What follows belongs to an exercise in optimizing a design on an open flow for small area; a production flow would make more cautious choices. In this exercise RTL edits were held to simulation tests only and were not proved equivalent to the original. Power figures rest on the tool's default switching activity, not on a simulated workload.

== job 101 ==
==> module division, before the edit <==
module division(input [3:0] sw, input clk, btn, reset, output [7:0] led);
  reg [7:0] dividend;
  reg [7:0] divisor;
  reg [7:0] quotient;
  reg [7:0] remainder;
  reg [3:0] btn_counter;
  reg [3:0] k;         
  reg       show_q;
  wire pb_out, strobe;
  debounce db (.pb_1(btn), .clk(clk), .reset(reset), .pb_out(pb_out), .slow_clk_en(strobe));
  always @(posedge clk) begin
    if (reset) begin
      dividend <= 8'd0;
      divisor <= 8'd0;
    end
    if (pb_out) begin
      case (btn_counter)
        4'd0: dividend[7:4] <= sw;
        4'd1: dividend[3:0] <= sw;
        4'd2: divisor[7:4] <= sw;
        4'd3: divisor[3:0] <= sw;
        default: ;
      endcase
    end
    btn_counter <= (btn_counter & {4{~reset | pb_out}}) + {3'd0, pb_out};
  end
  wire       run = btn_counter[3] | btn_counter[2];
  wire [3:0] k0  = reset ? 4'd7 : k;
  wire [7:0] q0  = reset ? 8'd0 : quotient;
  wire [7:0] r0  = reset ? 8'd0 : remainder;
  wire [7:0] r2   = {r0[6:0], dividend[k0[2:0]]};
  wire [8:0] diff = {1'b0, r2} - {1'b0, divisor};
  wire       ge   = ~diff[8];
  always @(posedge clk) begin
    if (run) begin
      if (divisor > dividend) begin
        quotient <= 8'd0;
        remainder <= dividend;
        k <= k0;
      end else if (!k0[3]) begin
        quotient <= {q0[6:0], ge};
        remainder <= ge ? diff[7:0] : r2;
        k <= k0 - 4'd1;
      end else begin
        quotient <= q0;
        remainder <= r0;
        k <= k0;
      end
      show_q <= (btn_counter == 4'd4);
    end else begin
      quotient <= q0;
      remainder <= r0;
      k <= k0;
      if (reset)
        show_q <= 1'b0;
    end
  end
  assign led = show_q ? quotient : remainder;
endmodule
==> flow/config.mk <==
export PLATFORM = sky130hd
export DESIGN_NAME = division
export DESIGN_NICKNAME = division
export VERILOG_FILES = /design/flow/design.v
export SDC_FILE = /design/flow/constraint.sdc
export NUM_CORES = 4
export LEC_CHECK = 0
export CAP_MARGIN = 20
export CORE_MARGIN = 2
export CORE_UTILIZATION = 40
export SLEW_MARGIN = 20
==> flow/constraint.sdc <==
create_clock -name core_clock -period 10.0 [get_ports {clk}]
set_input_delay 2.0000 -clock core_clock [delete_from_list [all_inputs] [get_ports {clk}]]
set_output_delay 2.0000 -clock core_clock [all_outputs]
set_load 0.01 [all_outputs]
standard.sh (not shown) runs the stock make flow with config.mk's settings and CLKGATE_MAP_FILE= SYNTH_SCRIPT=/design/flow/synth_recipe.tcl, a recipe that flattens the netlist after the stock synthesis.
==> flow/flow/run.sh <==
#!/bin/bash
# Own layout flow: the standard synthesis, then its combinational logic mapped
# again by ABC for area, best of several runs (registers, their names and cell types kept as the
# standard synthesis made them), then the standard layout steps, with clock
# tree synthesis run without dummy loads and with clkbuf_4 only, and the
# port buffers made of buf_1.
set -euo pipefail
W=$(pwd)
YOSYS=$FLOW_HOME/../tools/install/yosys/bin/yosys
[ -x "$YOSYS" ] || YOSYS=yosys
R=$W/orfs/results/$FLOW_PLATFORM/division/base

bash standard.sh synth > $W/log_synth.txt 2>&1
cp $R/1_2_yosys.v $W/synth_std.v

# cells the platform marks don't-use
DU=$(sed -n '/^export DONT_USE_CELLS/,/^$/p' $FLOW_HOME/platforms/$FLOW_PLATFORM/config.mk \
      | grep -o 'sky130_fd_sc_hd__[A-Za-z0-9_]*' | tr '\n' ' ')
export REMAP_DONT_USE="$DU"
export REMAP_IN=$W/synth_std.v
export REMAP_LIB=$FLOW_HOME/platforms/$FLOW_PLATFORM/lib/sky130_fd_sc_hd__tt_025C_1v80.lib
regs() { grep -oE '^\s*sky130_fd_sc_hd__(e?dfx|df|sdf|dl)[a-z0-9_]* +\S+' "$1" | sed -E 's/_[0-9]+ +/ /' | sort; }
# several ABC runs (one per deepsyn seed); the smallest netlist that
# keeps the standard synthesis's registers is used
remap() {  # remap NAME SCRIPT-TEXT
  printf "$2" > $W/remap_$1.abc
  REMAP_OUT=$W/remap_$1.v REMAP_SCRIPT=$W/remap_$1.abc \
    timeout 600 $YOSYS -c $W/flow/remap.tcl > $W/log_remap_$1.txt 2>&1 || true
}
i=0
for S in 0 1 2 3 4 5 6 7; do
  remap s$S "strash\n&get -n\n&deepsyn -J 100 -T 120 -S $S\n&put\ndch -f\namap\n" &
  i=$((i+1)); if [ $((i % 4)) -eq 0 ]; then wait; fi
done
wait
best=""; besta=""
for f in $W/remap_s*.v; do
  [ -f "$f.stat" ] || continue
  a=$(awk '/Chip area/ {print $NF}' "$f.stat")
  [ -n "$a" ] || continue
  [ -n "$(regs $W/synth_std.v)" ] && [ "$(regs $W/synth_std.v)" == "$(regs $f)" ] || continue
  if [ -z "$besta" ] || awk -v a=$a -v b=$besta 'BEGIN{exit !(a<b)}'; then best=$f; besta=$a; fi
done
echo "remap picked: $best $besta" > $W/log_remap_pick.txt
if [ -n "$best" ]; then
  cp $best $R/1_2_yosys.v
  touch $R/1_2_yosys.v
  rm -f $R/1_synth.odb
fi

bash standard.sh \
  "CTS_ARGS=-sink_clustering_enable -repair_clock_nets -dont_use_dummy_load -buf_list sky130_fd_sc_hd__clkbuf_4" \
  "BUFFER_PORTS_ARGS=-buffer_cell sky130_fd_sc_hd__buf_1" \
  finish > $W/log_layout.txt 2>&1
Other scripts of this flow, unchanged in this note and not shown: flow/flow/remap.tcl
Job 101 reached the end of the flow, and the finished layout is clean on the timing, design-rule and antenna checks.
Here is what was changed in the inputs of job 102 compared with job 101.
diff --git a/flow/design.v b/flow/design.v
--- a/flow/design.v
+++ b/flow/design.v
@@ -26,30 +26,33 @@
   reg [7:0] dividend;
   reg [7:0] divisor;
   reg [7:0] quotient;
   reg [7:0] remainder;
-  reg [3:0] btn_counter;
+  reg [3:0] btn_counter;   
   reg [3:0] k;         
   reg       show_q;
   wire pb_out, strobe;
+  wire [3:0] pc_next = {btn_counter[2:0],
+                        btn_counter[3] ^ btn_counter[2] ^ (btn_counter[2:0] == 3'b000)};
   debounce db (.pb_1(btn), .clk(clk), .reset(reset), .pb_out(pb_out), .slow_clk_en(strobe));
   always @(posedge clk) begin
     if (reset) begin
       dividend <= 8'd0;
       divisor <= 8'd0;
     end
     if (pb_out) begin
       case (btn_counter)
-        4'd0: dividend[7:4] <= sw;
-        4'd1: dividend[3:0] <= sw;
-        4'd2: divisor[7:4] <= sw;
-        4'd3: divisor[3:0] <= sw;
+        4'b0000: dividend[7:4] <= sw;
+        4'b0001: dividend[3:0] <= sw;
+        4'b0010: divisor[7:4] <= sw;
+        4'b0100: divisor[3:0] <= sw;
         default: ;
       endcase
     end
-    btn_counter <= (btn_counter & {4{~reset | pb_out}}) + {3'd0, pb_out};
+    btn_counter <= ({4{pb_out}} & pc_next) | ({4{~pb_out & ~reset}} & btn_counter);
   end
-  wire       run = btn_counter[3] | btn_counter[2];
+  wire       run = !(btn_counter == 4'b0000 || btn_counter == 4'b0001 ||
+                     btn_counter == 4'b0010 || btn_counter == 4'b0100);
   wire [3:0] k0  = reset ? 4'd7 : k;
   wire [7:0] q0  = reset ? 8'd0 : quotient;
   wire [7:0] r0  = reset ? 8'd0 : remainder;
   wire [7:0] r2   = {r0[6:0], dividend[k0[2:0]]};
@@ -69,9 +72,9 @@
         quotient <= q0;
         remainder <= r0;
         k <= k0;
       end
-      show_q <= (btn_counter == 4'd4);
+      show_q <= (btn_counter == 4'b1001);
     end else begin
       quotient <= q0;
       remainder <= r0;
       k <= k0;
### Flow results
- Taking job 101 as the reference point, the combinational power of job 102 falls by 53%.
- Against job 101, cell count in job 102 rose slightly.
- Any difference in final hold slack between job 102 and job 101 is small enough to ignore.
- Comparing job 102 with job 101, the clock latency reported for the late side of the worst-skew pair came out essentially unchanged.
- Post-synthesis average cell area: job 102 and job 101 compared, higher one is job 101
- On overall routing resource usage, job 102 and job 101 are basically level.
- Job 101 has a lower fraction of met2 tracks used by global routing than job 102.

re-timing with driven ports:
The results above use ideal ports. As a check the final layouts listed here were re-extracted and re-timed, cells and wires unchanged. Step 1, drivers: a clkbuf_16 drives clk and a buf_2 each remaining input, both assumed. Step 2 adds t to the input delays and takes it off the output delays; t is the mean of the earliest and latest rising clock arrival at the registers after step 1. Input paths then give back, and output paths get back, about the clock's delay inside the block. a / b / c = ideal ports / drivers / drivers and shift; a / b = the first two.
| run | t (ns) | slack for setup (ns) | latest minus earliest clock arrival (ns) | worst data-port slew with drivers (ns) |
|---|---|---|---|---|
| job 101 | 0.424 | 3.741 / 3.746 / 3.322 | 0.021 / 0.022 | 0.03 |
| job 102 | 0.418 | 4.185 / 4.185 / 3.767 | 0.025 / 0.026 | 0.03 |
After both steps every run listed still meets setup and hold. The setup slack of job 101, which loses most, moves by +0.005 ns with the drivers and by -0.419 ns with both steps.
